Background: an optimization exercise with open tools, aiming at small area, a short achievable clock period and few clock cycles. Do not read the settings as production practice. Only simulation tests tie the RTL to the original design; equivalence was not proved. Power figures rest on the tool's default switching activity, not on a simulated workload.

== job 1609 ==
## booth_mul
module booth_mul (
    input             CLK ,
    input             RSTn ,
    input      [23:0] m1 ,
    input      [23:0] m2 ,
    input             BREQ ,
    output     [47:0] res ,
    output            BACK
);
export LEC_CHECK = 0
export CAP_MARGIN = 20
export CORE_MARGIN = 2
export CORE_UTILIZATION = 40
export SLEW_MARGIN = 20
create_clock -name core_clock -period 6.0 [get_ports {CLK}]
run.sh (not shown) runs the stock make flow with config.mk's settings and CLKGATE_MAP_FILE= SYNTH_SCRIPT=/design/flow/synth_recipe.tcl, a recipe that flattens the netlist after the stock synthesis.
Job 1609: done, clean on timing, DRC and antenna
Testbench counts of job 1609, summed over its fixed seeds: cycles 32,000.
[inputs] job 9414 vs job 1609
Settings: SETUP_SLACK_MARGIN now 2.0, previously not set.
[summary]
On layout multi-input combinational cell count, job 1609 and job 9414 are basically level.
Job 1609 -> job 9414: wire length increased by more than 10%
When the final numbers for job 1609 and job 9414 were put side by side, the part of the power in the clock network turned out to be smaller in job 9414.
Looking at sequential share of layout area, job 9414 sits 1.8 points below job 1609.
met1 usage in global routing was lower in job 1609 than in job 9414.
The core of job 9414 is more densely filled than that of job 1609.
Job 9414 vs job 1609 on global-route usage: job 9414 is the higher one.
Share of cell area taken by multi-input logic gates in job 9414 is 7.0 points lower than in job 1609
Between job 1609 and job 9414, the number of clock buffers in the layout is lower for job 1609.
Total power of job 9414 is higher than that of job 1609.
On number of instances in the synthesized netlist, job 1609 and job 9414 are basically level.

---

Another version of the RTL of booth_mul (not shown whole).
Size: ~1900 cells after synthesis, about 100 flip-flops, about 100 I/O pins, ~0.016 mm2 of cells after synthesis.
==> flow/config.mk <==
export PLATFORM = sky130hd
export DESIGN_NAME = booth_mul
export DESIGN_NICKNAME = booth_mul
export VERILOG_FILES = /design/flow/design.v
export SDC_FILE = /design/flow/constraint.sdc
export NUM_CORES = 4
export LEC_CHECK = 0
export ABC_AREA = 1
export CAP_MARGIN = 20
export CORE_MARGIN = 2
export CORE_UTILIZATION = 55
export SETUP_SLACK_MARGIN = 2.0
export SLEW_MARGIN = 20
==> flow/constraint.sdc <==
create_clock -name core_clock -period 6.0 [get_ports {CLK}]
set_input_delay 1.2000 -clock core_clock [delete_from_list [all_inputs] [get_ports {CLK}]]
set_output_delay 1.2000 -clock core_clock [all_outputs]
set_load 0.01 [all_outputs]
standard.sh (not shown) runs the stock make flow with config.mk's settings and CLKGATE_MAP_FILE= SYNTH_SCRIPT=/design/flow/synth_recipe.tcl, a recipe that flattens the netlist after the stock synthesis.
==> flow/flow/run.sh <==
#!/bin/bash
# The standard layout (standard.sh, which runs ORFS with the standard flow's settings), with one
# change: the ports get plain buffers (buf_2, which the resizer may size up) instead
# of the delay cells buffer_ports picks on its own.
set -euo pipefail
bash standard.sh 'BUFFER_PORTS_ARGS=-buffer_cell sky130_fd_sc_hd__buf_2' finish > standard_make.log 2>&1
The first run finished with timing, DRC and antenna clean.
Testbench counts at the start, summed over its fixed seeds: cycles 32,000.
Next try:
- SETUP_SLACK_MARGIN: 2.0 -> 1.25
After rerunning: Cell count went down by 3.6%. Synthesized area stays the same. Clock-buffer cell count went down by 1. Worst setup slack is worse by 460 ps. Die area is unchanged. Critical path depth went up by 1. Sequential share of layout area went up by 1.5 points. Global-route usage went down by 1.8 points. Sequential power is about the same. Power went down by 14%.
Next try:
==> flow/flow/run.sh (replaced) <==
#!/bin/bash
# The standard layout (standard.sh, which runs ORFS with the standard flow's settings), with two
# changes: the ports get plain buffers (buf_2, which the resizer may size up) instead
# of the delay cells buffer_ports picks on its own, and after the timing repair at
# global route the resizer downsizes gates on paths that are not critical.
set -euo pipefail
bash standard.sh 'BUFFER_PORTS_ARGS=-buffer_cell sky130_fd_sc_hd__buf_2' 'RECOVER_POWER=100' finish > standard_make.log 2>&1
- SETUP_SLACK_MARGIN: 1.25 -> 2.0
Result:
- This time the run finished with capacitance limit, slew limit left
- routed wire length grows by 15%
- combinational power is higher by 17%
- final cell count rose by 3.7%
- design area rose by 13%
- clock-buffer cell count is higher by 1
- clock power is higher by about 1%
- power rose by 14%
- sequential power is about the same
- non-clock buffer count came out higher by 63
- global-route usage went up by 1.8 points
- critical path depth rises by 2

---

Another version of the RTL of booth_mul (not shown whole).
For scale: ~2300 cells after synthesis, ~110 flip-flops, about 100 I/O pins, ~0.018 mm2 of cells after synthesis.
clock: 6.0 ns
lec_check: 0
abc_area: 1
cap_margin: 20
core_margin: 2
core_utilization: 40
setup_slack_margin: 1.5
slew_margin: 20
run.sh (not shown) runs the stock make flow with config.mk's settings and CLKGATE_MAP_FILE= SYNTH_SCRIPT=/design/flow/synth_recipe.tcl, a recipe that flattens the netlist after the stock synthesis.
Stock flow here: none of the scripts above is used.
The starting point completed with no timing, DRC or antenna violations.
Testbench counts at the start, summed over its fixed seeds: cycles 32,000.
Edit:
Settings changed: CORE_UTILIZATION 40 to 55.
Effect: Fmax shrinks slightly; worst setup slack gets worse by 0.048 ns; clock power falls by a few percent; final cell count went down by a few percent; area after synthesis does not change; hold slack gets better by 0.033 ns; via count hardly moves; cell area went down by a few percent; total power falls by a few percent.
Edit:
Settings changed: ABC_AREA 1 to unset, CORE_UTILIZATION 55 to 40.
Clock-buffer cell count is unchanged.
Die area climbs by 63%.
Final cell count came out higher by 26%.
Worst setup slack gets worse by 0.10 ns.
Edit:
Settings changed: ABC_AREA set to 1, SETUP_SLACK_MARGIN 1.5 to 2.0.
Outcome: The changed run ran to the end with no violations; sequential share of layout area barely changes; total power goes up by 11%; global-route usage goes up by 0.57 points; count of clock-buffer cells in the layout stays the same; routed wire length goes down by 14%; design area stays flat; worst hold slack degrades by 0.17 ns; first-iteration DRC count goes down by 38%; setup slack improves by 0.58 ns; critical path depth goes up by 2; synthesized cell count goes down by 23%.

---

== build 8 ==
booth_mul, a different RTL version from the one above (not shown whole).
Size: ~2,900 cells after synthesis, about 100 I/O pins, ~22,000 µm² of cells after synthesis.
==> flow/config.mk <==
export PLATFORM = sky130hd
export DESIGN_NAME = booth_mul
export DESIGN_NICKNAME = booth_mul
export VERILOG_FILES = /design/flow/design.v
export SDC_FILE = /design/flow/constraint.sdc
export NUM_CORES = 4
export LEC_CHECK = 0
export ABC_AREA = 1
export CAP_MARGIN = 20
export CORE_MARGIN = 2
export CORE_UTILIZATION = 40
export SETUP_SLACK_MARGIN = 1.5
export SLEW_MARGIN = 20
==> flow/constraint.sdc <==
create_clock -name core_clock -period 6.0 [get_ports {CLK}]
set_input_delay 1.2000 -clock core_clock [delete_from_list [all_inputs] [get_ports {CLK}]]
set_output_delay 1.2000 -clock core_clock [all_outputs]
set_load 0.01 [all_outputs]
Testbench counts of build 8, summed over its fixed seeds: cycles 32,000.
Edits applied to the flow inputs when going from build 8 to build 13:
Settings: a deleted ABC_AREA that had been 1.
### Flow results
Diff build 8 and build 13: worst supply voltage drop on vdd higher in build 8
Of build 8 and build 13, build 13 shows the higher area growth from synthesis to layout, with build 8 below it.
The more densely filled core belongs to build 13, not build 8.
Compared with build 8, build 13 shows a first-pass GRT wire length that is 3.5% lower.
Setup changes, build 13 to build 3
Settings: ABC_AREA newly set to 1; SETUP_SLACK_MARGIN changed from 1.5 to 2.0.
### Flow results
Build 3 vs build 13, fraction of layout instances using a drive strength above 1 went up by 7.3 points. Cell count was higher in build 3 than in build 13. The core utilization number comes out lower for build 13 vs build 3. Compared with build 13, build 3 shows a violation count after the first detailed-routing iteration that is about 24% higher. Compared with build 13, build 3 shows a power after layout that is about 5% higher. Changes observed in build 3 relative to build 13: total detailed-routing wirelength moved up, first-pass GRT wire length moved up, synthesized cell area moved up.

---

v15:
RTL: one of the versions met above, not the one the previous note started from.
Size: roughly 1900 cells after synthesis, about 100 flip-flops, ~100 I/O pins, roughly 16000 sq um of cells after synthesis.
## booth_mul
module booth_mul (
    input             CLK ,
    input             RSTn ,
    input      [23:0] m1 ,
    input      [23:0] m2 ,
    input             BREQ ,
    output     [47:0] res ,
    output            BACK
);
booth u_booth (
    .res  (res),
    .m1   (m1),
    .m2   (m2),
    .CLK  (CLK),
    .BREQ (BREQ),
    .BACK (BACK),
    .RSTn (RSTn)
);
endmodule
==> flow/config.mk <==
export PLATFORM = sky130hd
export DESIGN_NAME = booth_mul
export DESIGN_NICKNAME = booth_mul
export VERILOG_FILES = /design/flow/design.v
export SDC_FILE = /design/flow/constraint.sdc
export NUM_CORES = 4
export LEC_CHECK = 0
export ABC_AREA = 1
export CAP_MARGIN = 20
export CORE_MARGIN = 2
export CORE_UTILIZATION = 55
export SETUP_SLACK_MARGIN = 1.9
export SLEW_MARGIN = 20
==> flow/constraint.sdc <==
create_clock -name core_clock -period 6.0 [get_ports {CLK}]
set_input_delay 1.2000 -clock core_clock [delete_from_list [all_inputs] [get_ports {CLK}]]
set_output_delay 1.2000 -clock core_clock [all_outputs]
set_load 0.01 [all_outputs]
standard.sh (not shown) runs the stock make flow with config.mk's settings and CLKGATE_MAP_FILE= SYNTH_SCRIPT=/design/flow/synth_recipe.tcl, a recipe that flattens the netlist after the stock synthesis.
==> flow/flow/run.sh <==
#!/bin/bash
# The standard layout (standard.sh, which runs ORFS with the standard flow's settings), with one
# change: the ports get plain buffers (buf_2, which the resizer may size up) instead
# of the delay cells buffer_ports picks on its own.
set -euo pipefail
bash standard.sh 'BUFFER_PORTS_ARGS=-buffer_cell sky130_fd_sc_hd__buf_2' finish > standard_make.log 2>&1
v15 finished all stages; the layout is clean.
Testbench counts of v15, summed over its fixed seeds: cycles 32,000.
--- input diff v15..v24 ---
Settings: a change of SETUP_SLACK_MARGIN from 1.9 to 1.5.
[summary]
- | growth of design area from synthesis to finish | v24 vs v15 | 7.9 points lower |
- For v24, the slowest library cell on the worst path was sky130_fd_sc_hd__fa_1, unlike v15, where it was sky130_fd_sc_hd__fa_2.
- Cell count (higher): v15
- As far as async set or reset register ratio after synthesis goes, v24 and v15 are indistinguishable; the numbers are identical.
- The final reports for v24 and v15 show critical path depth higher in the former.
- Share of post-route cells with drive strength above 1 in v24 vs v15: down 7.7 points
- Final area: v24 < v15
- v24 vs v15, first-pass GRT wire length went down by 1.9%.
- Compared with v15, v24 shows a higher proportion of power drawn by the clock network.
- Delta (v24 minus v15): power share of the combinational group dropped 1.3 points, final total power decreased by 8.3% relative to the old numbers, clock transition at the registers of the reported paths stayed essentially flat.
> inputs changed (v24 -> v18)
==> flow/run.sh (new file) <==
#!/bin/bash
# synth_recipe.tcl (not shown) runs the flow's synth.tcl, then flattens the netlist and writes it again
# the make line also repeats each setting of config.mk as NAME=value (left out here)
make -C /OpenROAD-flow-scripts/flow DESIGN_CONFIG=/design/flow/config.mk WORK_HOME=/design/flow/orfs CLKGATE_MAP_FILE= SYNTH_SCRIPT=/design/flow/synth_recipe.tcl finish
removed: flow/flow/run.sh
removed: flow/standard.sh
Findings:
- In summary, v18 completed successfully, with a layout that passed the timing, design-rule and antenna checks.
- Density: v18 denser than v24
- Looking at switching share of total power, v18 sits 4.3 points below v24.
- In v18 the leakage power summed over all cells turned out 0.26 nW higher than in v24.
- Going from v24 to v18, sum of internal, switching and leakage power went up about 14%, aggregate global-route resource usage went down 0.20 points, cell count after placement went up 10.
- v18 ended with more total via count after detailed routing than v24.
- Final period utilization for v18 is higher than for v24.
- Compared with v24, v18 shows a register fraction of the total cell area that is 0.73 points lower.
- Of v18 and v24, the run reporting the higher final area was v18.
The inputs of v38 differ from those of v18 as listed below.
Settings: changing CORE_UTILIZATION from 55 to 40.
### Flow results
Relative to v18, the via count of v38 is higher by 201. v38 consumes less power than v18 does. Diff v38..v18 | cell area | negligible. Delta (v38 minus v18): number of inserted diodes now sits higher; final estimated routing congestion in global placement now sits higher; final worst-path cycle share now sits higher; relative area change from synthesis to final layout now sits higher. Compared with v18, v38 supports a lower clock frequency. v38 -> v18: I/O pin count delta 0, exact match. v38 ended up with a lower area of the multi-input gates than v18 did.

[separate check: timing with driven ports]
In the flow no input, the clock included, has a driving cell. The finished layouts below were timed again as built, in two steps.
Step 1 assumes that a clkbuf_16 drives the clock port and a buf_2 every other input.
Step 2, shift: input delay + t, output delay - t, t = (earliest + latest rising clock arrival at the registers) / 2. This alone moves slack from input paths to output paths.
a / b / c = ideal / step 1 / step 2; a / b = the first two.
| run | shift t [ns] | slack for setup (ns) | worst slew at a driven data input, ns |
|---|---|---|---|
| job 1609 | 0.392 | 0.118 / 0.071 / 0.428 | 0.08 |
| job 9414 | 0.416 | 1.061 / 1.009 / 1.327 | 0.27 |
| the first run of note 2 | 0.424 | 1.872 / 1.817 / 1.526 | 0.07 |
| the second run of note 2 | 0.420 | 1.413 / 1.444 / 1.023 | 0.05 |
| the third run of note 2 | 0.425 | 0.973 / 1.003 / 0.578 | 0.07 |
| the first run of note 3 | 0.412 | 1.552 / 1.572 / 1.180 | 0.05 |
| the second run of note 3 | 0.408 | 1.504 / 1.541 / 1.133 | 0.08 |
| the third run of note 3 | 0.426 | 1.400 / 1.348 / 1.177 | 0.05 |
| the fourth run of note 3 | 0.419 | 1.984 / 1.987 / 1.568 | 0.06 |
| build 8 | 0.476 | 1.580 / 1.521 / 1.146 | 0.04 |
| build 13 | 0.510 | 1.113 / 1.057 / 1.063 | 0.11 |
| build 3 | 0.461 | 1.896 / 1.798 / 1.337 | 0.17 |
| v15 | 0.421 | 1.885 / 1.833 / 1.502 | 0.06 |
| v24 | 0.418 | 1.574 / 1.582 / 1.187 | 0.05 |
| v18 | 0.419 | 1.524 / 1.558 / 1.138 | 0.07 |
| v38 | 0.422 | 1.478 / 1.504 / 1.082 | 0.09 |
The setup slack of build 3, which loses most, moves by -0.098 ns with the drivers and by -0.559 ns with both steps.
